Source: an optimization exercise on an open RTL-to-GDS flow (aim: small area and a short achievable clock period). Production flows keep margins and buffers that such runs may drop. No run shown here included a check of the RTL's function; only the layout flow was run.

==> design/flow/design.v <==
`timescale 1ns / 1ps
module mod (
    input logic clk,
    input logic reset,
    input logic [15:0] samp,
    output logic pull,
    output logic pdata
);
    localparam logic [39:0] TH = 40'h00014CCCCC;
    logic [7:0]  cnt;
    logic [15:0] sv;
    logic [39:2] xb;
    logic [39:8] pb;
    logic [0:0] q;
    logic [2:1] cx, cx_n;
    logic [1:1] cp, cp_n;
    logic        q_out;     
    logic        pull_r;    
    wire [23:0] d0_0 = xb[25:2];
    wire o0 = 1'b0;
    wire [6:0] d1_0 = xb[32:26];
    wire [6:0] d1_1 = xb[32:26] + 7'd1;
    wire [6:0] d1_2 = xb[32:26] + 7'd2;
    wire a1_1 = &xb[32:26];
    wire a2_1 = &xb[32:27];
    wire g1 = a1_1 & cx[1];
    wire p1 = (a1_1 & !cx[1]) | (a2_1 & !xb[26] & cx[1]);
    wire o1 = g1 | (p1 & o0);
    wire [6:0] d2_0 = xb[39:33];
    wire [6:0] d2_1 = xb[39:33] + 7'd1;
    wire [6:0] d2_2 = xb[39:33] + 7'd2;
    wire s392_0 = d2_0[6];
    wire s392_1 = d2_1[6];
    wire s392_2 = d2_2[6];
    wire x39 = (o1 ? (cx[2] ? s392_2 : s392_1) : (cx[2] ? s392_1 : s392_0));
    wire z21_0 = ~|d1_0[6:0];
    wire z21_1 = ~|d1_1[6:0];
    wire z21_2 = ~|d1_2[6:0];
    wire z22_0 = ~|d2_0[5:0];
    wire z22_1 = ~|d2_1[5:0];
    wire z22_2 = ~|d2_2[5:0];
    wire z2 = (o0 ? (cx[1] ? z21_2 : z21_1) : (cx[1] ? z21_1 : z21_0)) & (o1 ? (cx[2] ? z22_2 : z22_1) : (cx[2] ? z22_1 : z22_0));
    wire z250_0 = ~|d0_0[23:23];
    wire z25 = z250_0;
    wire z1 = z2 & z25;
    wire thge0_0 = d0_0[22:0] >= 23'd5452595;
    wire th = thge0_0;
    wire ttge0_0 = d0_0[23:0] >= 24'd10905190;
    wire tt = ttge0_0;
    wire c0 = !x39 & (!z1 | th);
    wire c1 = (x39 | !z2 | tt) & (!x39 | (z1 & !th));
    wire s1 = xb[8] ^ pb[8] ^ q[0];
    wire c2 = (xb[8] & pb[8]) | (xb[8] & q[0]) | (pb[8] & q[0]);
    wire s3 = xb[9] ^ pb[9] ^ q[0];
    wire c4 = (xb[9] & pb[9]) | (xb[9] & q[0]) | (pb[9] & q[0]);
    wire s5 = xb[10] ^ pb[10];
    wire c6 = xb[10] & pb[10];
    wire s7 = xb[11] ^ pb[11];
    wire c8 = xb[11] & pb[11];
    wire s9 = xb[12] ^ pb[12] ^ q[0];
    wire c10 = (xb[12] & pb[12]) | (xb[12] & q[0]) | (pb[12] & q[0]);
    wire s11 = xb[13] ^ pb[13] ^ q[0];
    wire c12 = (xb[13] & pb[13]) | (xb[13] & q[0]) | (pb[13] & q[0]);
    wire s13 = xb[14] ^ pb[14];
    wire c14 = xb[14] & pb[14];
    wire s15 = xb[15] ^ pb[15];
    wire c16 = xb[15] & pb[15];
    wire s17 = xb[16] ^ pb[16] ^ q[0];
    wire c18 = (xb[16] & pb[16]) | (xb[16] & q[0]) | (pb[16] & q[0]);
    wire s19 = xb[17] ^ pb[17] ^ q[0];
    wire c20 = (xb[17] & pb[17]) | (xb[17] & q[0]) | (pb[17] & q[0]);
    wire s21 = xb[18] ^ pb[18];
    wire c22 = xb[18] & pb[18];
    wire s23 = xb[19] ^ pb[19];
    wire c24 = xb[19] & pb[19];
    wire s25 = xb[20] ^ pb[20] ^ q[0];
    wire c26 = (xb[20] & pb[20]) | (xb[20] & q[0]) | (pb[20] & q[0]);
    wire s27 = xb[21] ^ pb[21] ^ q[0];
    wire c28 = (xb[21] & pb[21]) | (xb[21] & q[0]) | (pb[21] & q[0]);
    wire s29 = xb[22] ^ pb[22];
    wire c30 = xb[22] & pb[22];
    wire s31 = xb[23] ^ pb[23] ^ q[0];
    wire c32 = (xb[23] & pb[23]) | (xb[23] & q[0]) | (pb[23] & q[0]);
    wire s33 = xb[24] ^ pb[24] ^ q[0];
    wire c34 = (xb[24] & pb[24]) | (xb[24] & q[0]) | (pb[24] & q[0]);
    wire s35 = xb[25] ^ pb[25] ^ cp[1];
    wire c36 = (xb[25] & pb[25]) | (xb[25] & cp[1]) | (pb[25] & cp[1]);
    wire s37 = xb[26] ^ pb[26] ^ q[0];
    wire c38 = (xb[26] & pb[26]) | (xb[26] & q[0]) | (pb[26] & q[0]);
    wire s39 = xb[27] ^ pb[27] ^ q[0];
    wire c40 = (xb[27] & pb[27]) | (xb[27] & q[0]) | (pb[27] & q[0]);
    wire s41 = xb[28] ^ pb[28] ^ q[0];
    wire c42 = (xb[28] & pb[28]) | (xb[28] & q[0]) | (pb[28] & q[0]);
    wire s43 = xb[29] ^ pb[29] ^ q[0];
    wire c44 = (xb[29] & pb[29]) | (xb[29] & q[0]) | (pb[29] & q[0]);
    wire s45 = xb[30] ^ pb[30] ^ q[0];
    wire c46 = (xb[30] & pb[30]) | (xb[30] & q[0]) | (pb[30] & q[0]);
    wire s47 = xb[31] ^ pb[31] ^ q[0];
    wire c48 = (xb[31] & pb[31]) | (xb[31] & q[0]) | (pb[31] & q[0]);
    wire s49 = xb[32] ^ pb[32] ^ q[0];
    wire c50 = (xb[32] & pb[32]) | (xb[32] & q[0]) | (pb[32] & q[0]);
    wire s51 = xb[33] ^ pb[33] ^ q[0];
    wire c52 = (xb[33] & pb[33]) | (xb[33] & q[0]) | (pb[33] & q[0]);
    wire s53 = xb[34] ^ pb[34] ^ q[0];
    wire c54 = (xb[34] & pb[34]) | (xb[34] & q[0]) | (pb[34] & q[0]);
    wire s55 = xb[35] ^ pb[35] ^ q[0];
    wire c56 = (xb[35] & pb[35]) | (xb[35] & q[0]) | (pb[35] & q[0]);
    wire s57 = xb[36] ^ pb[36] ^ q[0];
    wire c58 = (xb[36] & pb[36]) | (xb[36] & q[0]) | (pb[36] & q[0]);
    wire s59 = xb[37] ^ pb[37] ^ q[0];
    wire c60 = (xb[37] & pb[37]) | (xb[37] & q[0]) | (pb[37] & q[0]);
    wire s61 = xb[38] ^ pb[38] ^ q[0];
    wire c62 = (xb[38] & pb[38]) | (xb[38] & q[0]) | (pb[38] & q[0]);
    wire s63 = xb[39] ^ pb[39] ^ q[0];
    wire c64 = (xb[39] & pb[39]) | (xb[39] & q[0]) | (pb[39] & q[0]);
    wire [24:0] xs65 = {1'b0, s35, s33, s31, s29, s27, s25, s23, s21, s19, s17, s15, s13, s11, s9, s7, s5, s3, s1, xb[7], xb[6], xb[5], xb[4], xb[3], xb[2]} + {1'b0, c34, c32, c30, c28, c26, c24, c22, c20, c18, c16, c14, c12, c10, c8, c6, c4, c2, 1'b0, 1'b0, 1'b0, q[0], q[0], 1'b0, q[0]} + 25'(1'b0);
    assign cx_n[1] = xs65[24];
    wire [7:0] xs66 = {1'b0, s49, s47, s45, s43, s41, s39, s37} + {1'b0, c48, c46, c44, c42, c40, c38, c36} + 8'(cx[1]);
    assign cx_n[2] = xs66[7];
    wire [7:0] xs67 = {1'b0, s63, s61, s59, s57, s55, s53, s51} + {1'b0, c62, c60, c58, c56, c54, c52, c50} + 8'(cx[2]);
    wire [17:0] ps68 = {1'b0, pb[24], pb[23], pb[22], pb[21], pb[20], pb[19], pb[18], pb[17], pb[16], pb[15], pb[14], pb[13], pb[12], pb[11], pb[10], pb[9], pb[8]} + {1'b0, q[0], sv[15], sv[14], sv[13], sv[12], sv[11], sv[10], sv[9], sv[8], sv[7], sv[6], sv[5], sv[4], sv[3], sv[2], sv[1], sv[0]} + 18'(1'b0);
    assign cp_n[1] = ps68[17];
    wire [15:0] ps69 = {1'b0, pb[39], pb[38], pb[37], pb[36], pb[35], pb[34], pb[33], pb[32], pb[31], pb[30], pb[29], pb[28], pb[27], pb[26], pb[25]} + {1'b0, q[0], q[0], q[0], q[0], q[0], q[0], q[0], q[0], q[0], q[0], q[0], q[0], q[0], q[0], q[0]} + 16'(cp[1]);
    wire [39:2] xb_n = {xs67[6], xs67[5], xs67[4], xs67[3], xs67[2], xs67[1], xs67[0], xs66[6], xs66[5], xs66[4], xs66[3], xs66[2], xs66[1], xs66[0], xs65[23], xs65[22], xs65[21], xs65[20], xs65[19], xs65[18], xs65[17], xs65[16], xs65[15], xs65[14], xs65[13], xs65[12], xs65[11], xs65[10], xs65[9], xs65[8], xs65[7], xs65[6], xs65[5], xs65[4], xs65[3], xs65[2], xs65[1], xs65[0]};
    wire [39:8] pb_n = {ps69[14], ps69[13], ps69[12], ps69[11], ps69[10], ps69[9], ps69[8], ps69[7], ps69[6], ps69[5], ps69[4], ps69[3], ps69[2], ps69[1], ps69[0], ps68[16], ps68[15], ps68[14], ps68[13], ps68[12], ps68[11], ps68[10], ps68[9], ps68[8], ps68[7], ps68[6], ps68[5], ps68[4], ps68[3], ps68[2], ps68[1], ps68[0]};
    always_ff @(posedge clk or posedge reset) begin
        if (reset) begin
            cnt <= 8'hFF;
            pull_r <= 1'b1;
            sv  <= '0;
            xb  <= '0;
            pb  <= '0;
            q   <= '0;
            q_out <= 1'b0;
            cx  <= '0;
            cp  <= '0;
        end else begin
            cnt <= cnt + 8'd1;
            pull_r <= (cnt == 8'hFE);
            if (cnt == 8'hFF) sv <= samp;
            xb  <= xb_n;
            pb  <= pb_n;
            cx  <= cx_n;
            cp  <= cp_n;
            q[0] <= q[0] ? c1 : c0;
            q_out <= q_out ? c1 : c0;
        end
    end
    assign pull  = pull_r;
    assign pdata = q_out;
endmodule
==> design/flow/flow/run.sh <==
#!/bin/bash
# The standard layout (the standard.sh), but without Yosys's full-adder
# extraction (ADDER_MAP_FILE empty): ABC then maps the adders itself, into
# faster gates than the fixed sky130 fa/ha cells. Registers are unchanged.
set -euo pipefail
bash standard.sh ADDER_MAP_FILE=  finish > standard_flow.log 2>&1
==> design/flow/standard.sh <==
#!/bin/bash
# synth_recipe.tcl (not shown) runs the flow's synth.tcl, then flattens the netlist and writes it again
# the make line also repeats each setting of config.mk as NAME=value (left out here)
make -C /OpenROAD-flow-scripts/flow DESIGN_CONFIG=/design/flow/config.mk WORK_HOME=/design/flow/orfs CLKGATE_MAP_FILE= SYNTH_SCRIPT=/design/flow/synth_recipe.tcl "${@:-finish}"
==> design/flow/config.mk <==
export PLATFORM = sky130hd
export DESIGN_NAME = mod
export DESIGN_NICKNAME = mod
export VERILOG_FILES = /design/flow/design.v
export SDC_FILE = /design/flow/constraint.sdc
export NUM_CORES = 4
export LEC_CHECK = 0
export ABC_AREA = 1
export CAP_MARGIN = 20
export CORE_MARGIN = 2
export CORE_UTILIZATION = 40
export SETUP_SLACK_MARGIN = 2.8
export SLEW_MARGIN = 20
==> design/flow/constraint.sdc <==
create_clock -name core_clock -period 5.2 [get_ports {clk}]
set_input_delay 1.0400 -clock core_clock [delete_from_list [all_inputs] [get_ports {clk}]]
set_output_delay 1.0400 -clock core_clock [all_outputs]
set_load 0.01 [all_outputs]
==> impl_metrics.env, run 1 <==
export IMPL_grt_usage_pct=19.1
export IMPL_pre_cts_ws_ps=2380
export IMPL_ys_warn_count=1
export IMPL_slowest_delay_ps=550
export IMPL_setup_viol=0
export IMPL_seqCellArea_um2=2520
export IMPL_first_global_vias=6633
export IMPL_synth_cells=1190
export IMPL_ys_types=48
export IMPL_status="timing/DRC/antenna clean"
export IMPL_async_flop_share_pct=100
export IMPL_fin_tns_setup_ps=0
export IMPL_rsz0062_at_grt="false"
export IMPL_synthFlopType="dfrtp_1"
export IMPL_fin_crit_sh_pct=44.8
export IMPL_r2r_end="xb[39]"
export IMPL_initial_utilization_pct=41.0
export IMPL_synth_seq_cells=100
export IMPL_insertion_delay_ps=370
export IMPL_endpoint_kind="primary output"
export IMPL_vias=7048
export IMPL_maxSlewViolCount=0
export IMPL_fillers=1959
export IMPL_port_buffers=19
export IMPL_layout_nets=1239
export IMPL_slew_headroom_pct=32.8
export IMPL_multi_input_area_um2=4380
export IMPL_grt_start_max_net_pins=41
export IMPL_fin_hold_ws_ps=488
export IMPL_ant_nets=0
export IMPL_reg2reg_slack_ps=3050
export IMPL_arrival_ps=1290
export IMPL_synth_edf_count=0
export IMPL_yosys_top_cells_area="dfrtp_1 (30%), nand2_1 (18%), inv_1 (9.0%)"
export IMPL_insertedDiodeCount=0
export IMPL_cts_sinks=100
export IMPL_synth_area_um2=7690
export IMPL_cp_top_family="buffers and inverters"
export IMPL_cp_cell_sequence="clkdlybuf4s50_1"
export IMPL_die_h_um=143
export IMPL_reg2reg_depth=14
export IMPL_drtIter0Drc=402
export IMPL_grt_remaining_overflow=0
export IMPL_cts_tree="built"
export IMPL_core_um2=18800
export IMPL_crit_path_top_delay_cell="clkdlybuf4s50_1"
export IMPL_fmax_mhz=429
export IMPL_critPathKind="flip-flop to primary output"
export IMPL_ioPinCount=20
export IMPL_crit_fanout=2
export IMPL_syn2layout_area_growth_pct=10.4
export IMPL_avgSynthCellArea_um2=6.47
export IMPL_avgRoutedWirePerCell_um=12.7
export IMPL_grt_pass1_wl_mm=31.0
export IMPL_setup_ws_ps=2870
export IMPL_antenna_found_initial=0
export IMPL_cp_start_kind="flip-flop"
export IMPL_rows=50
export IMPL_syn_nets=1208
export IMPL_drc=0
export IMPL_synth_top_cell_by_area="dfrtp_1"
export IMPL_drv_cap=0
export IMPL_dpl_hpwl_mm=14.3
export IMPL_clk_pin_slew_ps=80
export IMPL_final_hold_viol_count=0
export IMPL_drive_above_1_share_pct=8.08
export IMPL_period_needed_ps=2330
export IMPL_cts_root_buf="clkbuf_16"
export IMPL_cp_endpoint="pdata"
export IMPL_crit_buf_inv=1
export IMPL_fp_dieW_um=143
export IMPL_hold_path_depth=1
export IMPL_vias_per_cell=4.83
export IMPL_clock_skew_ps=11.0
export IMPL_gp_congestion=0.915
export IMPL_worstPathRequired_ps=4160
export IMPL_dieArea_um2=20400
export IMPL_dr_pass1_iters=6
export IMPL_htreeDepth=3
export IMPL_tightest_slew_ps=1000
export IMPL_wl_mm=18.5
export IMPL_clockBufferDepth=2
export IMPL_r2r_start="q"
export IMPL_cts_inserted_buffers=9
export IMPL_seq_area_frac_synth_pct=32.7
export IMPL_ctsHoldBuffers=0
export IMPL_synth_top_area_share_pct=29.6
export IMPL_worstSetupStartpoint="q_out"
export IMPL_hold_class="flip-flop to flip-flop"
export IMPL_crit_cells=1
export IMPL_utilization_pct=45.3
[worst min path at each step]
stage / slack [ps] / endpoint / from
after floorplan: 450 / cnt[0] / cnt[0]
after global placement: 460 / cnt[0] / cnt[0]
after detailed placement: 470 / cnt[0] / cnt[0]
after CTS: 490 / cnt[0] / cnt[0]
after global routing: 520 / pull_r / cnt[1]
final: 490 / cnt[0] / cnt[0]
[worst register-to-register path, delay by kind of cell, from the launching register on]
kind,cells,cell delay [ps]
and+or+nand+nor,11,1190
DFF,1,510
buffers and inverters,3,360
[cell type report]
class | instances | area share (%)
multi-input combinational | 891 | 51.5
sequential | 100 | 29.6
inverter | 190 | 8.58
tap | 234 | 3.45
timing repair buffer | 28 | 3.24
clock buffer | 9 | 2.65
clock inverter | 7 | 0.884
timing repair inverter | 1 | 0.0589
[synth_stat cells, types with 15 or more instances]
master,count
dfrtp_1,91
nand3_1,70
o21ai_0,35
inv_1,185
mux2_2,15
xnor2_1,21
xor2_1,51
nand4_1,17
nor2_1,156
nor3_1,15
nand2_1,379
a21oi_1,46
[cells by family (layout without fill, tap and decap cells)]
kind of cell | count (synthesis) | after routing | share of synthesized area (%)
and+or+nand+nor | 690 | 690 | 37.9
buffers and inverters | 199 | 235 | 10.5
muxes | 15 | 15 | 2.20
AOI/OAI and AO/OA | 112 | 112 | 8.13
xor gates and xnor gates | 74 | 74 | 8.62
DFF | 100 | 100 | 32.7
[state kept, by name, indices dropped and copies added (netlist names)]
name and cells:
cx 2, cp 1, q_out 1, sv 16, xb 38, cnt 8, q 1, pb 32
pull_r 1
[placed cells by master (no fill, tap or decap), types with 3 or more instances in the layout]
cell / n
nand4_1: 17
inv_8: 4
o211ai_1: 3
or2_1: 5
dfrtp_1: 90
nand2_4: 3
o21a_1: 3
nand3_1: 70
nor2_2: 9
buf_4: 6
mux2_2: 15
a21oi_1: 46
o21ai_0: 35
a31oi_1: 6
nand2_1: 379
nand3b_1: 5
nor3_1: 15
xnor2_1: 21
or2_2: 4
inv_1: 184
xor2_1: 51
clkbuf_16: 9
o21ai_1: 6
nor2_1: 156
dfstp_2: 9
nand2_2: 14
clkdlybuf4s50_1: 18
nor4_1: 6
inv_2: 4
[routing by layer]
layer | part of all wire [%] | track usage [%] | vias to the layer above
li1 | - | - | 3776
met1 | 48 | 24.8 | 3178
met2 | 48 | 33.5 | 82
met3 | 2.5 | 2.95 | 12
met4 | 1.0 | 4.38 | 0
met5 | 0 | 0 | -
[timing repair]
action | 4_1_cts | 5_1_grt
gates cloned | 0 | 1
setup endpoints to repair | 40 | 66
resized for setup | 4 | 4
buffers inserted | 1 | 5
[stage by stage]
step	std cells	instance area [um2]
global placement	1437	8110
detailed placement	1437	8110
CTS	1454	8440
global route	1460	8500
finish	1460	8500
floorplan	1190	7700
==> run 2: changes to the inputs <==
--- a/design/flow/config.mk
+++ b/design/flow/config.mk
@@ -11,3 +11,3 @@
 export CORE_UTILIZATION = 40
-export SETUP_SLACK_MARGIN = 2.8
+export SETUP_SLACK_MARGIN = 3.0
 export SLEW_MARGIN = 20
==> run 2 against run 1 <==
- still clean
- clock-buffer cell count unchanged
- flip-flop and latch count stayed put
- wire length increased by 1.2%
- sequential share of layout area down 0.51 points
- worst hold slack about the same
- synthesized cell count is the same
- critical endpoint is now pull
==> impl_metrics.env, run 2 <==
export IMPL_synthFlopType="dfrtp_1"
export IMPL_synth_cells=1190
export IMPL_avgSynthCellArea_um2=6.47
export IMPL_cp_top_family="flip-flops"
export IMPL_seq_area_frac_synth_pct=32.7
export IMPL_rsz0062_at_grt="true"
export IMPL_top_register="xb"
export IMPL_synth_seq_cells=100
export IMPL_worstPathRequired_ps=4160
export IMPL_antenna_found_initial=0
export IMPL_syn_nets=1208
export IMPL_grt_usage_pct=19.4
export IMPL_period_needed_ps=2150
export IMPL_seqCellArea_um2=2520
export IMPL_cts_inserted_buffers=9
export IMPL_top_regs="xb x38, pb x32, sv x16"
export IMPL_largest_reg_flops=38
export IMPL_insertion_delay_ps=370
export IMPL_drive_above_1_share_pct=11.0
export IMPL_core_um2=18800
export IMPL_port_buffers=19
export IMPL_cts_root_buf="clkbuf_16"
export IMPL_cp_cell_sequence="clkdlybuf4s15_1"
export IMPL_vias=7126
export IMPL_insertedDiodeCount=0
export IMPL_grt_remaining_overflow=0
export IMPL_layout_nets=1241
export IMPL_cts_tree="built"
export IMPL_yosys_top_cells_area="dfrtp_1 (30%), nand2_1 (18%), inv_1 (9.0%)"
export IMPL_wl_mm=18.7
export IMPL_crit_fanout=1
export IMPL_grt_pass1_wl_mm=31.4
export IMPL_drtIter0Drc=391
export IMPL_yosys_area_share_adder_pct=0
export IMPL_first_global_vias=6660
export IMPL_htreeDepth=3
export IMPL_status="timing/DRC/antenna clean"
export IMPL_synth_simple_area_share_pct=37.9
export IMPL_hold_class="flip-flop to flip-flop"
export IMPL_async_flop_share_pct=100
export IMPL_fmax_mhz=466
export IMPL_ys_types=48
export IMPL_slew_headroom_pct=34.1
export IMPL_fin_tns_setup_ps=0
export IMPL_synth_top_family_by_area="simple AND/OR/NAND/NOR gates"
export IMPL_synth_area_um2=7690
export IMPL_fillers=1955
export IMPL_synth_compound_area_share_pct=8.13
export IMPL_fin_hold_ws_ps=488
export IMPL_muxShareOfSynthArea_pct=2.20
export IMPL_setup_viol=0
export IMPL_synth_top_cell_by_area="dfrtp_1"
export IMPL_tightest_slew_ps=983
export IMPL_arrival_ps=1110
export IMPL_ys_warn_count=1
export IMPL_clockBufferDepth=2
export IMPL_ioPinCount=20
export IMPL_maxSlewViolCount=0
export IMPL_crit_buf_inv=1
export IMPL_synth_edf_count=0
export IMPL_endpoint_kind="primary output"
export IMPL_clock_skew_ps=9.80
export IMPL_synth_xor_area_share_pct=8.62
export IMPL_dr_pass1_iters=6
export IMPL_synthTopCellsByCount="nand2_1 (379), inv_1 (185), nor2_1 (156)"
export IMPL_vias_per_cell=4.87
export IMPL_avgRoutedWirePerCell_um=12.8
export IMPL_drv_cap=0
export IMPL_synth_top_area_share_pct=29.6
export IMPL_slowest_delay_ps=520
export IMPL_gp_congestion=0.915
export IMPL_cts_sinks=100
export IMPL_initial_utilization_pct=41.0
export IMPL_final_hold_viol_count=0
export IMPL_drc=0
export IMPL_fp_dieW_um=143
export IMPL_die_h_um=143
export IMPL_grt_start_max_net_pins=41
export IMPL_critPathKind="flip-flop to primary output"
export IMPL_dpl_hpwl_mm=14.3
export IMPL_multi_input_area_um2=4510
export IMPL_syn2layout_area_growth_pct=12.4
export IMPL_synth_most_common_cell="nand2_1"
export IMPL_cp_start_kind="flip-flop"
export IMPL_crit_path_top_delay_cell="dfstp_2"
export IMPL_rows=50
export IMPL_clk_pin_slew_ps=80
export IMPL_fin_crit_sh_pct=41.3
export IMPL_dieArea_um2=20400
export IMPL_final_cell_mix="nand2_1 (365), inv_1 (183), nor2_1 (149)"
export IMPL_ant_nets=0
export IMPL_final_common_cell="nand2_1"
## run 2: changes by cell type in the layout (fill, tap and decap cells not counted), sizes merged
cell           before  now
clkdlybuf4s50      18   17
clkdlybuf4s15       0    1
buf                 9   11
inv               193  194
clkinv              3    2
## run 2: what timing repair did
action,in CTS,in global routing
endpoints found under the setup margin,88,68
resized for setup,7,46
buffers inserted,6,2
pin swaps,0,5
cloned,1,0
hold buffers,0,0
## run 2: path summary, 6_finish.rpt
path,start,to,slack [ps],cells after the start
setup / recovery,pull_r,pull,3050,1
hold / removal,cnt[0],cnt[0],490,1
setup reg to reg,q,xb[39],3100,14
hold reg to reg,cnt[0],cnt[0],490,1
max in group asynchronous,reset,q,3260,3
min in group asynchronous,reset,pb[34],1180,2
## run 2: cells by family (layout without fill, tap and decap cells)
kind of cell,count (synthesis),after routing
and+or+nand+nor,690,690
muxes,15,15
DFF,100,100
buffers and inverters,199,237
xor gates and xnor gates,74,74
AOI/OAI and AO/OA,112,112
## run 2: layer usage
metal | vias up | part of all wire (%) | track usage [%]
met4 | 0 | 1.1 | 4.48
li1 | 3779 | - | -
met5 | - | 0 | 0
met1 | 3243 | 48 | 25.2
met3 | 14 | 2.7 | 2.98
met2 | 90 | 48 | 34.1
## run 2: final cells by class
type                            count  share of cell area, %
Timing Repair inverter              1                 0.0579
Timing Repair Buffer               30                   3.36
Clock buffer                        9                   2.60
Sequential cell                   100                   29.1
Clock inverter                      7                  0.868
Multi-Input combinational cell    891                   52.1
Tap cell                          234                   3.39
Inverter                          190                   8.48
## run 2: through the flow
step                      worst slack, ps  std cells  utilization (%)  instance area (um2)
after floorplan                      2980       1190                -                 7700
after global placement               2450       1437             43.2                 8110
after detailed placement             2380       1437             43.2                 8110
after CTS                            3000       1460             45.2                 8480
after global routing                 2950       1462             46.1                 8650
final                                3050       1462             46.1                 8650
==> run 3: changes to the inputs <==
--- a/design/flow/config.mk
+++ b/design/flow/config.mk
@@ -11,3 +11,3 @@
 export CORE_UTILIZATION = 40
-export SETUP_SLACK_MARGIN = 3.0
+export SETUP_SLACK_MARGIN = 3.2
 export SLEW_MARGIN = 20
==> run 3 against run 2 <==
- critical path depth increased by 13
- register-to-register slack improved by 70 ps
- highest routed layer unchanged
==> impl_metrics.env, run 3 <==
export IMPL_drc=0
export IMPL_synthTopCellsByCount="nand2_1 (379), inv_1 (185), nor2_1 (156)"
export IMPL_synth_xor_area_share_pct=8.62
export IMPL_grt_pass1_wl_mm=31.9
export IMPL_yosys_area_share_adder_pct=0
export IMPL_die_h_um=143
export IMPL_syn2layout_area_growth_pct=18.0
export IMPL_drv_cap=0
export IMPL_cts_sinks=100
export IMPL_fin_tns_setup_ps=0
export IMPL_synth_top_family_by_area="simple AND/OR/NAND/NOR gates"
export IMPL_ioPinCount=20
export IMPL_crit_fanout=6
export IMPL_fin_crit_sh_pct=39.1
export IMPL_worstSetupStartpoint="q"
export IMPL_critPathKind="flip-flop to flip-flop"
export IMPL_setup_viol=0
export IMPL_cp_start_kind="flip-flop"
export IMPL_synth_most_common_cell="nand2_1"
export IMPL_drtIter0Drc=394
export IMPL_period_needed_ps=2030
export IMPL_seqCellArea_um2=2520
export IMPL_dr_pass1_iters=5
export IMPL_grt_remaining_overflow=0
export IMPL_syn_nets=1208
export IMPL_slowest_delay_ps=500
export IMPL_grt_start_max_net_pins=41
export IMPL_yosys_top_cells_area="dfrtp_1 (30%), nand2_1 (18%), inv_1 (9.0%)"
export IMPL_final_hold_viol_count=0
export IMPL_port_buffers=19
export IMPL_synth_compound_area_share_pct=8.13
export IMPL_cp_endpoint="xb[24]"
export IMPL_grt_usage_pct=19.7
export IMPL_crit_buf_inv=3
export IMPL_rows=50
export IMPL_insertion_delay_ps=370
export IMPL_wl_mm=19.2
export IMPL_tightest_slew_ps=973
export IMPL_htreeDepth=3
export IMPL_final_common_cell="nand2_1"
export IMPL_layout_nets=1267
export IMPL_reg2reg_depth=14
export IMPL_vias_per_cell=4.86
export IMPL_endpoint_kind="flip-flop"
export IMPL_fillers=1916
export IMPL_worstPathRequired_ps=5460
export IMPL_async_flop_share_pct=100
export IMPL_avgSynthCellArea_um2=6.47
export IMPL_synth_area_um2=7690
export IMPL_r2r_end="xb[24]"
export IMPL_synth_top_cell_by_area="dfrtp_1"
export IMPL_synth_cells=1190
export IMPL_final_cell_mix="nand2_1 (348), inv_1 (180), nor2_1 (135)"
export IMPL_drive_above_1_share_pct=17.3
export IMPL_ys_types=48
export IMPL_ant_nets=0
export IMPL_insertedDiodeCount=0
export IMPL_hold_class="flip-flop to flip-flop"
export IMPL_dpl_hpwl_mm=14.3
export IMPL_cts_root_buf="clkbuf_16"
export IMPL_seq_area_frac_synth_pct=32.7
export IMPL_muxShareOfSynthArea_pct=2.20
export IMPL_core_um2=18800
export IMPL_clock_skew_ps=9.86
export IMPL_largest_reg_flops=38
export IMPL_top_regs="xb x38, pb x32, sv x16"
export IMPL_cp_top_family="simple AND/OR/NAND/NOR gates"
export IMPL_dieArea_um2=20400
export IMPL_clk_pin_slew_ps=80
export IMPL_fin_hold_ws_ps=488
export IMPL_synth_seq_cells=100
export IMPL_reg2reg_slack_ps=3170
export IMPL_multi_input_area_um2=4730
export IMPL_fp_dieW_um=143
export IMPL_synthFlopType="dfrtp_1"
export IMPL_synth_edf_count=0
export IMPL_r2r_start="q"
export IMPL_ctsHoldBuffers=0
export IMPL_clockBufferDepth=2
export IMPL_vias=7232
export IMPL_maxSlewViolCount=0
export IMPL_first_global_vias=6788
export IMPL_synth_top_area_share_pct=29.6
export IMPL_crit_path_frequent_cell="nand2_1"
export IMPL_gp_congestion=0.915
export IMPL_slew_headroom_pct=34.8
export IMPL_cts_tree="built"
export IMPL_antenna_found_initial=0
export IMPL_crit_path_top_delay_cell="dfrtp_4"
export IMPL_crit_cells=14
export IMPL_ys_warn_count=1
export IMPL_rsz0062_at_grt="true"
export IMPL_cts_inserted_buffers=9
export IMPL_fmax_mhz=491
export IMPL_status="timing/DRC/antenna clean"
export IMPL_avgRoutedWirePerCell_um=12.9
export IMPL_top_register="xb"
export IMPL_arrival_ps=2300
export IMPL_cp_cell_sequence="buf_6 > buf_4 > nand2_1 > nand3_2 > nand2_2 > inv_2 > nor2_4 > nand2_2 > o21ai_2 > nand2_1 > nand3_2 > nand2_1 > nand3_1 > nand2_1"
export IMPL_synth_simple_area_share_pct=37.9
export IMPL_initial_utilization_pct=41.0
[run 3: layout make-up]
type / count / share of cell area [%]
clock buffers: 9 / 2.48
clock inverters: 7 / 0.827
inverters: 190 / 8.03
multi-input cells: 891 / 52.1
flip-flops and latches: 100 / 27.8
well taps: 234 / 3.22
repair buffers: 55 / 5.37
repair inverters: 2 / 0.179
[run 3: worst min-delay path by stage]
stage / start / to / slack, ps / cells past startpoint
2_1_floorplan: cnt[0] / cnt[0] / 450 / 1
3_3_place_gp: cnt[0] / cnt[0] / 460 / 1
3_5_place_dp: cnt[0] / cnt[0] / 470 / 1
4_1_cts: cnt[0] / cnt[0] / 490 / 1
5_1_grt: cnt[1] / pull_r / 520 / 2
6_report: cnt[0] / cnt[0] / 490 / 1
[run 3: kinds of logic (layout without fill, tap and decap cells)]
group	Yosys count	count (layout)
and+or+nand+nor	690	690
buffers and inverters	199	263
xor gates and xnor gates	74	74
muxes	15	15
AOI/OAI and AO/OA	112	112
DFF	100	100
[run 3: timing repair]
item / CTS / global route
gates resized for setup: 49 / 84
setup buffers: 15 / 18
cloned: 2 / 0
pin swaps: 13 / 27
setup endpoints to repair: 116 / 57
[run 3: worst register-to-register path, delay by kind of cell (launching register included)]
family / cells / cell delay [ps]
compound gates: 1 / 170
simple gates: 10 / 890
flops: 1 / 500
buf+inv: 3 / 380
[run 3: metal layers]
layer / vias up / GRT usage [%] / share of wire, % / routed length (um)
li1: 3825 / - / - / -
met4: 0 / 4.85 / 1.1 / 215
met5: - / 0 / 0 / 0
met2: 106 / 34.8 / 49 / 9500
met3: 15 / 2.98 / 3.2 / 625
met1: 3286 / 25.4 / 46 / 8910
[run 3: metrics by stage]
step,utilization (%),instances,setup WS (ps),cell area (um2)
4_1_cts,46.2,1470,3120,8670
3_3_place_gp,43.2,1437,2450,8110
6_report,48.4,1488,3170,9080
2_1_floorplan,-,1190,2980,7700
3_5_place_dp,43.2,1437,2380,8110
5_1_grt,48.4,1488,3030,9080
==> run 4: changes to the inputs <==
--- a/design/flow/design.v
+++ b/design/flow/design.v
@@ -13,3 +13,3 @@
     logic [39:8] pb;
-    logic [0:0] q;
+    logic [1:0] q;
     logic [2:1] cx, cx_n;
@@ -120,5 +120,5 @@
     wire [7:0] xs67 = {1'b0, s63, s61, s59, s57, s55, s53, s51} + {1'b0, c62, c60, c58, c56, c54, c52, c50} + 8'(cx[2]);
-    wire [17:0] ps68 = {1'b0, pb[24], pb[23], pb[22], pb[21], pb[20], pb[19], pb[18], pb[17], pb[16], pb[15], pb[14], pb[13], pb[12], pb[11], pb[10], pb[9], pb[8]} + {1'b0, q[0], sv[15], sv[14], sv[13], sv[12], sv[11], sv[10], sv[9], sv[8], sv[7], sv[6], sv[5], sv[4], sv[3], sv[2], sv[1], sv[0]} + 18'(1'b0);
+    wire [17:0] ps68 = {1'b0, pb[24], pb[23], pb[22], pb[21], pb[20], pb[19], pb[18], pb[17], pb[16], pb[15], pb[14], pb[13], pb[12], pb[11], pb[10], pb[9], pb[8]} + {1'b0, q[1], sv[15], sv[14], sv[13], sv[12], sv[11], sv[10], sv[9], sv[8], sv[7], sv[6], sv[5], sv[4], sv[3], sv[2], sv[1], sv[0]} + 18'(1'b0);
     assign cp_n[1] = ps68[17];
-    wire [15:0] ps69 = {1'b0, pb[39], pb[38], pb[37], pb[36], pb[35], pb[34], pb[33], pb[32], pb[31], pb[30], pb[29], pb[28], pb[27], pb[26], pb[25]} + {1'b0, q[0], q[0], q[0], q[0], q[0], q[0], q[0], q[0], q[0], q[0], q[0], q[0], q[0], q[0], q[0]} + 16'(cp[1]);
+    wire [15:0] ps69 = {1'b0, pb[39], pb[38], pb[37], pb[36], pb[35], pb[34], pb[33], pb[32], pb[31], pb[30], pb[29], pb[28], pb[27], pb[26], pb[25]} + {1'b0, q[1], q[1], q[1], q[1], q[1], q[1], q[1], q[1], q[1], q[1], q[1], q[1], q[1], q[1], q[1]} + 16'(cp[1]);
     wire [39:2] xb_n = {xs67[6], xs67[5], xs67[4], xs67[3], xs67[2], xs67[1], xs67[0], xs66[6], xs66[5], xs66[4], xs66[3], xs66[2], xs66[1], xs66[0], xs65[23], xs65[22], xs65[21], xs65[20], xs65[19], xs65[18], xs65[17], xs65[16], xs65[15], xs65[14], xs65[13], xs65[12], xs65[11], xs65[10], xs65[9], xs65[8], xs65[7], xs65[6], xs65[5], xs65[4], xs65[3], xs65[2], xs65[1], xs65[0]};
@@ -145,2 +145,3 @@
             q[0] <= q[0] ? c1 : c0;
+            q[1] <= q[1] ? c1 : c0;
             q_out <= q_out ? c1 : c0;
--- a/design/flow/config.mk
+++ b/design/flow/config.mk
@@ -11,3 +11,3 @@
 export CORE_UTILIZATION = 40
-export SETUP_SLACK_MARGIN = 3.2
+export SETUP_SLACK_MARGIN = 3.0
 export SLEW_MARGIN = 20
==> run 4 against run 3 <==
- utilization shrank 3.3 points
- final area shrank 0.19%
- final cell count grew 5.8%
- still clean
- synthesized cell count grew 6.8%
- synthesized area grew 6.1%
- critical path type is now flip-flop to primary output
- non-clock buffer count shrank 26
- register-to-register slack gained 30 ps
- largest cell class unchanged
- via count grew 4.3%
==> impl_metrics.env, run 4 <==
export IMPL_slew_headroom_pct=51.5
export IMPL_cts_sinks=101
export IMPL_drv_cap=0
export IMPL_r2r_end="xb[39]"
export IMPL_dieArea_um2=21600
export IMPL_ctsHoldBuffers=0
export IMPL_drc=0
export IMPL_synth_area_um2=8170
export IMPL_synth_top_cell_by_area="dfrtp_1"
export IMPL_arrival_ps=1090
export IMPL_synth_most_common_cell="nand2_1"
export IMPL_slowest_delay_ps=520
export IMPL_final_cell_mix="nand2_1 (427), inv_1 (184), nor2_1 (147)"
export IMPL_worstPathRequired_ps=4160
export IMPL_clockBufferDepth=2
export IMPL_synth_seq_cells=101
export IMPL_grt_pass1_wl_mm=32.8
export IMPL_synth_top_area_share_pct=28.2
export IMPL_insertion_delay_ps=350
export IMPL_final_common_cell="nand2_1"
export IMPL_vias=7545
export IMPL_crit_path_top_delay_cell="dfstp_2"
export IMPL_place_inst=1551
export IMPL_yosys_top_cells_area="dfrtp_1 (28%), nand2_1 (20%), inv_1 (8.6%)"
export IMPL_ioPinCount=20
export IMPL_fillers=2111
export IMPL_fin_tns_setup_ps=0
export IMPL_wl_mm=19.8
export IMPL_insertedDiodeCount=0
export IMPL_synth_edf_count=0
export IMPL_gp_congestion=0.874
export IMPL_ys_types=45
export IMPL_hold_class="flip-flop to flip-flop"
export IMPL_synth_xor_area_share_pct=7.39
export IMPL_avgRoutedWirePerCell_um=12.6
export IMPL_synthTopCellsByCount="nand2_1 (429), inv_1 (186), nor2_1 (147)"
export IMPL_rsz0062_at_grt="true"
export IMPL_status="timing/DRC/antenna clean"
export IMPL_fp_dieW_um=147
export IMPL_ant_nets=0
export IMPL_synth_compound_area_share_pct=7.72
export IMPL_vias_per_cell=4.79
export IMPL_synth_cells=1271
export IMPL_muxShareOfSynthArea_pct=2.07
export IMPL_antenna_found_initial=0
export IMPL_async_flop_share_pct=100
export IMPL_crit_buf_inv=1
export IMPL_cts_root_buf="clkbuf_16"
export IMPL_final_hold_viol_count=0
export IMPL_reg2reg_slack_ps=3200
export IMPL_syn_nets=1289
export IMPL_top_regs="xb x38, pb x32, sv x16"
export IMPL_r2r_start="q[0]"
export IMPL_core_um2=20100
export IMPL_port_buffers=19
export IMPL_maxSlewViolCount=0
export IMPL_yosys_area_share_adder_pct=0
export IMPL_synth_top_family_by_area="simple AND/OR/NAND/NOR gates"
export IMPL_period_needed_ps=2130
export IMPL_synthFlopType="dfrtp_1"
export IMPL_die_h_um=147
export IMPL_cp_start_kind="flip-flop"
export IMPL_initial_utilization_pct=40.6
export IMPL_clk_pin_slew_ps=70
export IMPL_pre_cts_ws_ps=2690
export IMPL_syn2layout_area_growth_pct=11.0
export IMPL_top_register="xb"
export IMPL_cts_tree="built"
export IMPL_worstSetupStartpoint="pull_r"
export IMPL_cp_cell_sequence="clkdlybuf4s15_1"
export IMPL_fmax_mhz=469
export IMPL_rows=52
export IMPL_first_global_vias=7181
export IMPL_cp_endpoint="pull"
export IMPL_cts_inserted_buffers=9
export IMPL_drive_above_1_share_pct=11.3
export IMPL_clock_skew_ps=10.7
export IMPL_htreeDepth=3
export IMPL_critPathKind="flip-flop to primary output"
export IMPL_grt_remaining_overflow=0
export IMPL_ys_warn_count=1
export IMPL_dr_pass1_iters=5
export IMPL_grt_start_max_net_pins=48
export IMPL_synth_simple_area_share_pct=41.1
export IMPL_grt_usage_pct=18.7
export IMPL_reg2reg_depth=12
export IMPL_avgSynthCellArea_um2=6.42
export IMPL_drtIter0Drc=360
export IMPL_largest_reg_flops=38
export IMPL_cp_top_family="flip-flops"
export IMPL_tightest_slew_ps=721
export IMPL_fin_cells=1575
export IMPL_fin_crit_sh_pct=41.0
export IMPL_crit_cells=1
export IMPL_dpl_hpwl_mm=15.2
export IMPL_seq_area_frac_synth_pct=31.1
export IMPL_fin_hold_ws_ps=491
export IMPL_setup_viol=0
export IMPL_setup_ws_ps=3070
export IMPL_layout_nets=1318
export IMPL_crit_fanout=1
export IMPL_endpoint_kind="primary output"
## run 4: timing repair
item,CTS,global route
gates resized for setup,7,7
endpoints found under the setup margin,39,32
cloned,1,2
buffers inserted,1,4
pin swaps,0,1
endpoints found under the hold margin,0,0
## run 4: layer usage
| metal | routed length (um) | GRT usage (%) | share of wire [%] | vias to the layer above |
|---|---|---|---|---|
| li1 | - | - | - | 4007 |
| met1 | 9130 | 22.7 | 46 | 3428 |
| met2 | 9980 | 34.5 | 50 | 89 |
| met3 | 404 | 2.36 | 2.0 | 21 |
| met4 | 308 | 5.49 | 1.6 | 0 |
| met5 | 0 | 0 | 0 | - |
## run 4: logic make-up (layout without fill, tap and decap cells)
family | after synthesis | count (layout)
xor gates and xnor gates | 68 | 68
muxes | 15 | 15
DFF | 101 | 101
buffers and inverters | 211 | 245
and+or+nand+nor | 769 | 769
AOI/OAI and AO/OA | 107 | 107
## run 4: area by class of cell
class	count	area, um2	area share [%]
timing repair buffer	29	328	3.62
clock buffer	10	229	2.53
sequential	101	2540	28.1
clock inverter	6	93.8	1.04
timing repair inverter	1	7.51	0.0829
tap	270	338	3.73
inverter	199	754	8.33
multi-input combinational	959	4770	52.6
## run 4: through the flow
step | utilization, % | instance area [um2]
after global placement | 42.8 | 8600
after floorplan | - | 8170
after detailed placement | 42.8 | 8600
after global routing | 45.1 | 9060
final | 45.1 | 9060
after CTS | 44.5 | 8940
## run 4: how the worst min path moves through the flow
stage           start     end  cells past startpoint
3_5_place_dp   cnt[0]  cnt[0]                      1
6_report       cnt[0]  cnt[0]                      1
5_1_grt        cnt[0]  cnt[0]                      1
3_3_place_gp   cnt[0]  cnt[0]                      1
2_1_floorplan  cnt[0]  cnt[0]                      1
4_1_cts         xb[2]   xb[2]                      1
==> run 5: changes to the inputs <==
--- a/design/flow/design.v
+++ b/design/flow/design.v
@@ -117,10 +117,23 @@
     assign cx_n[1] = xs65[24];
-    wire [7:0] xs66 = {1'b0, s49, s47, s45, s43, s41, s39, s37} + {1'b0, c48, c46, c44, c42, c40, c38, c36} + 8'(cx[1]);
-    assign cx_n[2] = xs66[7];
-    wire [7:0] xs67 = {1'b0, s63, s61, s59, s57, s55, s53, s51} + {1'b0, c62, c60, c58, c56, c54, c52, c50} + 8'(cx[2]);
-    wire [17:0] ps68 = {1'b0, pb[24], pb[23], pb[22], pb[21], pb[20], pb[19], pb[18], pb[17], pb[16], pb[15], pb[14], pb[13], pb[12], pb[11], pb[10], pb[9], pb[8]} + {1'b0, q[1], sv[15], sv[14], sv[13], sv[12], sv[11], sv[10], sv[9], sv[8], sv[7], sv[6], sv[5], sv[4], sv[3], sv[2], sv[1], sv[0]} + 18'(1'b0);
-    assign cp_n[1] = ps68[17];
-    wire [15:0] ps69 = {1'b0, pb[39], pb[38], pb[37], pb[36], pb[35], pb[34], pb[33], pb[32], pb[31], pb[30], pb[29], pb[28], pb[27], pb[26], pb[25]} + {1'b0, q[1], q[1], q[1], q[1], q[1], q[1], q[1], q[1], q[1], q[1], q[1], q[1], q[1], q[1], q[1]} + 16'(cp[1]);
-    wire [39:2] xb_n = {xs67[6], xs67[5], xs67[4], xs67[3], xs67[2], xs67[1], xs67[0], xs66[6], xs66[5], xs66[4], xs66[3], xs66[2], xs66[1], xs66[0], xs65[23], xs65[22], xs65[21], xs65[20], xs65[19], xs65[18], xs65[17], xs65[16], xs65[15], xs65[14], xs65[13], xs65[12], xs65[11], xs65[10], xs65[9], xs65[8], xs65[7], xs65[6], xs65[5], xs65[4], xs65[3], xs65[2], xs65[1], xs65[0]};
-    wire [39:8] pb_n = {ps69[14], ps69[13], ps69[12], ps69[11], ps69[10], ps69[9], ps69[8], ps69[7], ps69[6], ps69[5], ps69[4], ps69[3], ps69[2], ps69[1], ps69[0], ps68[16], ps68[15], ps68[14], ps68[13], ps68[12], ps68[11], ps68[10], ps68[9], ps68[8], ps68[7], ps68[6], ps68[5], ps68[4], ps68[3], ps68[2], ps68[1], ps68[0]};
+    wire s66 = s37 ^ c36 ^ cx[1];
+    wire c67 = (s37 & c36) | (s37 & cx[1]) | (c36 & cx[1]);
+    wire s68 = s39 ^ c38 ^ c67;
+    wire c69 = (s39 & c38) | (s39 & c67) | (c38 & c67);
+    wire s70 = s41 ^ c40 ^ c69;
+    wire c71 = (s41 & c40) | (s41 & c69) | (c40 & c69);
+    wire s72 = s43 ^ c42 ^ c71;
+    wire c73 = (s43 & c42) | (s43 & c71) | (c42 & c71);
+    wire s74 = s45 ^ c44 ^ c73;
+    wire c75 = (s45 & c44) | (s45 & c73) | (c44 & c73);
+    wire s76 = s47 ^ c46 ^ c75;
+    wire c77 = (s47 & c46) | (s47 & c75) | (c46 & c75);
+    wire s78 = s49 ^ c48 ^ c77;
+    wire c79 = (s49 & c48) | (s49 & c77) | (c48 & c77);
+    assign cx_n[2] = c79;
+    wire [7:0] xs80 = {1'b0, s63, s61, s59, s57, s55, s53, s51} + {1'b0, c62, c60, c58, c56, c54, c52, c50} + 8'(cx[2]);
+    wire [17:0] ps81 = {1'b0, pb[24], pb[23], pb[22], pb[21], pb[20], pb[19], pb[18], pb[17], pb[16], pb[15], pb[14], pb[13], pb[12], pb[11], pb[10], pb[9], pb[8]} + {1'b0, q[1], sv[15], sv[14], sv[13], sv[12], sv[11], sv[10], sv[9], sv[8], sv[7], sv[6], sv[5], sv[4], sv[3], sv[2], sv[1], sv[0]} + 18'(1'b0);
+    assign cp_n[1] = ps81[17];
+    wire [15:0] ps82 = {1'b0, pb[39], pb[38], pb[37], pb[36], pb[35], pb[34], pb[33], pb[32], pb[31], pb[30], pb[29], pb[28], pb[27], pb[26], pb[25]} + {1'b0, q[1], q[1], q[1], q[1], q[1], q[1], q[1], q[1], q[1], q[1], q[1], q[1], q[1], q[1], q[1]} + 16'(cp[1]);
+    wire [39:2] xb_n = {xs80[6], xs80[5], xs80[4], xs80[3], xs80[2], xs80[1], xs80[0], s78, s76, s74, s72, s70, s68, s66, xs65[23], xs65[22], xs65[21], xs65[20], xs65[19], xs65[18], xs65[17], xs65[16], xs65[15], xs65[14], xs65[13], xs65[12], xs65[11], xs65[10], xs65[9], xs65[8], xs65[7], xs65[6], xs65[5], xs65[4], xs65[3], xs65[2], xs65[1], xs65[0]};
+    wire [39:8] pb_n = {ps82[14], ps82[13], ps82[12], ps82[11], ps82[10], ps82[9], ps82[8], ps82[7], ps82[6], ps82[5], ps82[4], ps82[3], ps82[2], ps82[1], ps82[0], ps81[16], ps81[15], ps81[14], ps81[13], ps81[12], ps81[11], ps81[10], ps81[9], ps81[8], ps81[7], ps81[6], ps81[5], ps81[4], ps81[3], ps81[2], ps81[1], ps81[0]};
     always_ff @(posedge clk or posedge reset) begin
--- a/design/flow/config.mk
+++ b/design/flow/config.mk
@@ -11,2 +11,3 @@
 export CORE_UTILIZATION = 40
+export CTS_BUF_LIST = sky130_fd_sc_hd__clkbuf_8
 export SETUP_SLACK_MARGIN = 3.0
==> run 5 against run 4 <==
- via count decreased by 11%
- clock skew up 5.7 ps
- sequential share of layout area grew 2.6 points
- final area shrank 8.6%
- worst setup slack got worse by 10 ps
- critical endpoint is now pdata
- first-iteration DRC count decreased by 13%
- synthesized area down 8.5%
==> impl_metrics.env, run 5 <==
export IMPL_setup_ws_ps=3060
export IMPL_initial_utilization_pct=41.2
export IMPL_ant_nets=0
export IMPL_crit_fanout=2
export IMPL_cts_tree="built"
export IMPL_hold_class="flip-flop to flip-flop"
export IMPL_place_inst=1355
export IMPL_arrival_ps=1100
export IMPL_drive_above_1_share_pct=10.6
export IMPL_synth_seq_cells=101
export IMPL_fillers=1885
export IMPL_fin_cells=1384
export IMPL_synth_area_um2=7470
export IMPL_cp_cell_sequence="dlygate4sd2_1"
export IMPL_avgSynthCellArea_um2=6.69
export IMPL_cts_root_buf="clkbuf_8"
export IMPL_first_global_vias=6419
export IMPL_syn_nets=1134
export IMPL_pre_cts_ws_ps=2470
export IMPL_endpoint_kind="primary output"
export IMPL_dieArea_um2=19800
export IMPL_drc=0
export IMPL_worstPathRequired_ps=4160
export IMPL_clk_pin_slew_ps=110
export IMPL_slowest_delay_ps=420
export IMPL_fin_hold_ws_ps=492
export IMPL_antenna_found_initial=0
export IMPL_yosys_top_cells_area="dfrtp_1 (31%), nand2_1 (17%), nor2_1 (8.0%)"
export IMPL_core_um2=18100
export IMPL_wl_mm=17.3
export IMPL_synth_edf_count=0
export IMPL_synth_top_cell_by_area="dfrtp_1"
export IMPL_grt_pass1_wl_mm=29.0
export IMPL_fp_dieW_um=141
export IMPL_synthFlopType="dfrtp_1"
export IMPL_vias_per_cell=4.85
export IMPL_async_flop_share_pct=100
export IMPL_synth_top_area_share_pct=30.8
export IMPL_cts_sinks=101
export IMPL_seqCellArea_um2=2540
export IMPL_port_buffers=19
export IMPL_grt_usage_pct=17.9
export IMPL_grt_start_max_net_pins=102
export IMPL_final_common_cell="nand2_1"
export IMPL_final_cell_mix="nand2_1 (334), nor2_1 (157), inv_1 (142)"
export IMPL_rows=49
export IMPL_tightest_slew_ps=586
export IMPL_ctsHoldBuffers=0
export IMPL_status="timing/DRC/antenna clean"
export IMPL_dpl_hpwl_mm=12.7
export IMPL_top_regs="xb x38, pb x32, sv x16"
export IMPL_layout_nets=1168
export IMPL_insertedDiodeCount=0
export IMPL_avgRoutedWirePerCell_um=12.5
export IMPL_grt_remaining_overflow=0
export IMPL_final_hold_viol_count=0
export IMPL_seq_area_frac_synth_pct=34.0
export IMPL_gp_congestion=0.896
export IMPL_htreeDepth=3
export IMPL_synth_most_common_cell="nand2_1"
export IMPL_drtIter0Drc=313
export IMPL_largest_reg_flops=38
export IMPL_ys_types=44
export IMPL_fin_tns_setup_ps=0
export IMPL_insertion_delay_ps=400
export IMPL_cp_top_family="flip-flops"
export IMPL_fin_crit_sh_pct=41.2
export IMPL_utilization_pct=45.6
export IMPL_clock_skew_ps=16.4
export IMPL_clockBufferDepth=2
export IMPL_maxSlewViolCount=0
export IMPL_cts_inserted_buffers=9
export IMPL_ioPinCount=20
export IMPL_crit_path_top_delay_cell="dfrtp_1"
export IMPL_dr_pass1_iters=4
export IMPL_multi_input_area_um2=4350
export IMPL_die_h_um=141
export IMPL_cp_start_kind="flip-flop"
export IMPL_critPathKind="flip-flop to primary output"
export IMPL_crit_buf_inv=1
export IMPL_drv_cap=0
export IMPL_rsz0062_at_grt="true"
export IMPL_ys_warn_count=1
export IMPL_syn2layout_area_growth_pct=10.9
export IMPL_synth_cells=1116
export IMPL_period_needed_ps=2140
export IMPL_synthTopCellsByCount="nand2_1 (338), nor2_1 (160), inv_1 (142)"
export IMPL_fmax_mhz=467
export IMPL_slew_headroom_pct=60.9
export IMPL_vias=6716
export IMPL_top_register="xb"
export IMPL_setup_viol=0
## run 5: cell types whose count changed in the layout (fill, tap and decap cells not counted), moves of 9 or more
cell and change:
a21oi_1 +9, clkbuf_16 -10, clkbuf_8 +9, inv_1 -42, nand2_1 -93, nand2_2 -13, nand3_1 -19, nand3_2 -9
nor2_1 +10, xnor2_1 +11
## run 5: cells by family (layout without fill, tap and decap cells)
group | Yosys count | count (layout) | share of synthesized area, %
xor gates and xnor gates | 79 | 79 | 9.26
buffers and inverters | 158 | 197 | 8.69
AOI/OAI and AO/OA | 126 | 126 | 10.0
DFF | 101 | 101 | 34.0
muxes | 15 | 15 | 2.26
and+or+nand+nor | 637 | 637 | 35.8
## run 5: path summary, 6_finish.rpt
check	endpoint	cells after the start	slack (ps)	from
max in group asynchronous	q[1]	3	3570	reset
min	pb[8]	1	490	sv[0]
max reg2reg	xb[39]	11	3130	q[0]
max	pdata	1	3060	q_out
min in group asynchronous	cx[2]	3	1130	reset
min reg2reg	pb[8]	1	490	sv[0]
## run 5: per-stage QoR
step | cell area, um2
after floorplan | 7470
after global placement | 7880
after detailed placement | 7880
after CTS | 8100
after global routing | 8280
final | 8280
## run 5: what timing repair did
action	in CTS	in global routing
endpoints found under the hold margin	0	0
setup endpoints to repair	37	47
resized for setup	10	29
buffers inserted	1	10
cloned	0	2
pin swaps	0	4
## run 5: final cells by class
class / count / area share [%]
Sequential cell: 101 / 30.7
Inverter: 147 / 6.86
Timing Repair Buffer: 33 / 4.00
Tap cell: 229 / 3.46
Multi-Input combinational cell: 857 / 52.5
Clock buffer: 9 / 1.50
Clock inverter: 7 / 0.831
Timing Repair inverter: 1 / 0.106
## run 5: metal layers
layer	share of wire (%)	GRT usage, %
met3	2.1	3.09
met4	1.5	4.74
met5	0	0
met2	48	31.7
met1	48	22.5

-- afterwards: timing with drivers on the ports --
The flow's constraints put no driver on any port. The routed layouts listed below were extracted and timed again, unchanged, in two steps.
Step 1 (the two cells are an assumption about what drives the block):
set clk [get_ports {clk}]
set_driving_cell -lib_cell sky130_fd_sc_hd__clkbuf_16 $clk
set_driving_cell -lib_cell sky130_fd_sc_hd__buf_2 [delete_from_list [all_inputs] $clk]
Step 2, shift: input delay + t, output delay - t, t = (earliest + latest rising clock arrival at the registers) / 2. This alone moves slack from input paths to output paths.
Slacks: ideal ports / drivers / drivers and shift; pairs: ideal ports / drivers.
run	t (ns)	setup WS [ns]	worst setup path at the end	clock arrival spread, ns	slew at the worst register clock pin (ns)
run 1	0.407	2.868 / 2.824 / 2.734	input, reset recovery	0.011 / 0.011	0.08 / 0.08
run 2	0.409	3.055 / 3.010 / 2.876	input, reset recovery	0.012 / 0.011	0.08 / 0.08
run 3	0.410	3.165 / 3.124 / 3.028	input, reset recovery	0.013 / 0.013	0.08 / 0.08
run 4	0.397	3.069 / 3.019 / 2.898	input, reset recovery	0.012 / 0.012	0.08 / 0.08
run 5	0.427	3.059 / 3.019 / 3.131	register to register	0.017 / 0.017	0.11 / 0.11
After both steps every run listed still meets setup and hold. For run 2, which loses most, drivers alone change the setup slack by -0.045 ns; drivers and shift together by -0.179 ns. The worst setup slack also covers recovery checks on asynchronous resets.
